This design comes from an exercise in tuning for small area, a short achievable clock period and few clock cycles per item on the open sky130 flow, not from production work.

==> job 6767 <==
==> flow/design.v (excerpt) <==
module Convolution(clk, rst_n, in_valid, weight_valid,
  In_IFM_1, In_IFM_2, In_IFM_3, In_IFM_4, In_IFM_5, In_IFM_6, In_IFM_7, In_IFM_8, In_IFM_9,
  In_Weight_1, In_Weight_2, In_Weight_3, In_Weight_4, In_Weight_5, In_Weight_6, In_Weight_7, In_Weight_8, In_Weight_9,
  out_valid, Out_OFM);
input clk, rst_n, in_valid, weight_valid;
input [7:0] In_IFM_1;
input [7:0] In_IFM_2;
input [7:0] In_IFM_3;
input [7:0] In_IFM_4;
input [7:0] In_IFM_5;
input [7:0] In_IFM_6;
input [7:0] In_IFM_7;
input [7:0] In_IFM_8;
input [7:0] In_IFM_9;
input [7:0] In_Weight_1;
input [7:0] In_Weight_2;
input [7:0] In_Weight_3;
input [7:0] In_Weight_4;
input [7:0] In_Weight_5;
input [7:0] In_Weight_6;
input [7:0] In_Weight_7;
input [7:0] In_Weight_8;
input [7:0] In_Weight_9;
output out_valid;
output [20:0] Out_OFM;
reg [7:0] x1, w1;
reg [7:0] x2, w2;
reg [7:0] x3, w3;
reg [7:0] x4, w4;
reg [7:0] x5, w5;
reg [7:0] x6, w6;
reg [7:0] x7, w7;
reg [7:0] x8, w8;
reg [7:0] x9, w9;
always @(posedge clk) begin
  x1 <= In_IFM_1;
  x2 <= In_IFM_2;
  x3 <= In_IFM_3;
  x4 <= In_IFM_4;
  x5 <= In_IFM_5;
  x6 <= In_IFM_6;
  x7 <= In_IFM_7;
  x8 <= In_IFM_8;
  x9 <= In_IFM_9;
  if (weight_valid) begin
    w1 <= In_Weight_1;
    w2 <= In_Weight_2;
    w3 <= In_Weight_3;
    w4 <= In_Weight_4;
    w5 <= In_Weight_5;
    w6 <= In_Weight_6;
    w7 <= In_Weight_7;
    w8 <= In_Weight_8;
    w9 <= In_Weight_9;
  end
end
reg [3:0] vld;
always @(posedge clk or negedge rst_n)
  if (!rst_n) vld <= 4'd0;
  else vld <= {vld[2:0], in_valid};
assign out_valid = vld[3];
reg r869;
reg r870;
reg r871;
reg r872;
reg r873;
reg r874;
reg r875;
reg r876;
reg r877;
reg r878;
reg r879;
reg r880;
reg r881;
reg r882;
  ...
make LEC_CHECK=0 CAP_MARGIN=20 CORE_MARGIN=2 CORE_UTILIZATION=40 SLEW_MARGIN=20 SYNTH_HIERARCHICAL=1 finish   # period 8.0 ns
run.sh (not shown) runs the stock make flow with config.mk's settings and CLKGATE_MAP_FILE= SYNTH_SCRIPT=/design/flow/synth_recipe.tcl, a recipe that flattens the netlist after the stock synthesis.
==> inputs of job 7428, as changes to job 6767 <==
- ABC_CLOCK_PERIOD_IN_PS: not set -> 2000
- CORE_UTILIZATION: 40 -> 60
- CTS_BUF_LIST: not set -> sky130_fd_sc_hd__clkbuf_4 sky130_fd_sc_hd__clkbuf_8
- PLACE_DENSITY: not set -> 0.7
- SETUP_SLACK_MARGIN: not set -> 5
==> inputs of job 6266, as changes to job 6767 <==
- ABC_CLOCK_PERIOD_IN_PS: not set -> 2000
- CTS_BUF_LIST: not set -> sky130_fd_sc_hd__clkbuf_4 sky130_fd_sc_hd__clkbuf_8
- SETUP_SLACK_MARGIN: not set -> 5
==> inputs of job 565, as changes to job 6767 <==
==> flow/flow/run.sh (new file) <==
#!/bin/bash
# Own flow: the standard ORFS flow (standard synthesis, same steps), with
#  - port buffers of a plain small buffer cell (every input and output port still gets one),
#  - a tighter setup-slack target for the resizer's timing repair.
# Each tool's full output goes to flow_*.log in this folder; ORFS's own per-step logs stay
# under orfs/logs/.
set -euo pipefail
MARGIN=$(cat flow/margin.txt 2>/dev/null || echo 5.4)
export BUFFER_PORTS_ARGS="-buffer_cell sky130_fd_sc_hd__buf_1"
bash standard.sh SETUP_SLACK_MARGIN=$MARGIN finish > flow_orfs.log 2>&1
==> flow/flow/margin.txt (new file) <==
5.4
==> flow/standard.sh (new file) <==
#!/bin/bash
# synth_recipe.tcl (not shown) runs the flow's synth.tcl, then flattens the netlist and writes it again
# the make line also repeats each setting of config.mk as NAME=value (left out here)
make -C /OpenROAD-flow-scripts/flow DESIGN_CONFIG=/design/flow/config.mk WORK_HOME=/design/flow/orfs CLKGATE_MAP_FILE= SYNTH_SCRIPT=/design/flow/synth_recipe.tcl "${@:-finish}"
- ABC_CLOCK_PERIOD_IN_PS: not set -> 2000
- CORE_UTILIZATION: 40 -> 60
- PLACE_DENSITY: not set -> 0.7
removed: flow/run.sh
==> flow_summary.toml <==
[power]
peakVddDrop_uv = 485.4

[worst_setup_path]
ff2ff_setup_slack_ns = 5.21

[cells_and_area]
clkbuf_count = 57

[route]
routedLengthMet1_mm = 22.35

[run_status]
status = "complete, no violations"
The numbers above come from job 565.

==> flow_summary.toml <==
[power]
peakVddDrop_uv = 374.6

[cells_and_area]
clkbuf_count = 98

[route]
routedLengthMet1_mm = 25.06

[worst_setup_path]
ff2ff_setup_slack_ns = 5.03

[synth]
synth_compound_area_frac = 0.01364

[run_status]
status = "complete, no violations"
The numbers above come from job 6266.

==> flow_summary.toml <==
[clock_network]
numCtsBuffers = 59

[run_status]
status = "complete, no violations"

[route]
routedLengthMet1_mm = 21.57

[global_routing]
grt_use_met3 = 0.06164

[cells_and_area]
clkbuf_count = 94

[power]
peakVddDrop_uv = 400.9

[worst_setup_path]
ff2ff_setup_slack_ns = 5.08
crit_top_cell = "fa_1"
The numbers above come from job 7428.

==> flow_summary.toml <==
[clock_network]
cts-htree-levels = 2

[global_routing]
grt_pass1_wl_mm = 99.04

[cells_and_area]
clkbuf_count = 56

[run_status]
status = "complete, no violations"

[route]
routedLengthMet1_mm = 25.26

[worst_setup_path]
ff2ff_setup_slack_ns = 4.84
The numbers above come from job 6767.

No run of this note included a check of the RTL's function; only the layout flow was run.

-- what the ideal ports hide --
The results above use ideal ports. As a check the final layouts listed here were re-extracted and re-timed, cells and wires unchanged. Step 1 (the two cells are an assumption about what drives the block):
set clk [get_ports {clk}]
set_driving_cell -lib_cell sky130_fd_sc_hd__clkbuf_16 $clk
set_driving_cell -lib_cell sky130_fd_sc_hd__buf_2 [delete_from_list [all_inputs] $clk]
Step 2 adds t to the input delays and takes it off the output delays; t is the mean of the earliest and latest rising clock arrival at the registers after step 1. Input paths then give back, and output paths get back, about the clock's delay inside the block. a / b / c = no drivers / after step 1 / after step 2; a / b = the first two.
run	shift t [ns]	setup slack, ns	worst setup path after step 2	slew at the worst register clock pin (ns)	worst data-port slew with drivers (ns)
job 6767	0.625	4.842 / 4.842 / 4.842	register to register	0.06 / 0.06	0.05
job 7428	0.719	5.079 / 5.070 / 5.079	register to register	0.07 / 0.07	0.07
job 6266	0.701	5.029 / 5.029 / 5.029	register to register	0.06 / 0.06	0.06
job 565	0.610	5.210 / 5.210 / 5.046	input to register	0.07 / 0.07	0.05
After both steps every run listed still meets setup and hold. The setup slack of job 565, which loses most, moves by 0.000 ns with the drivers and by -0.164 ns with both steps.
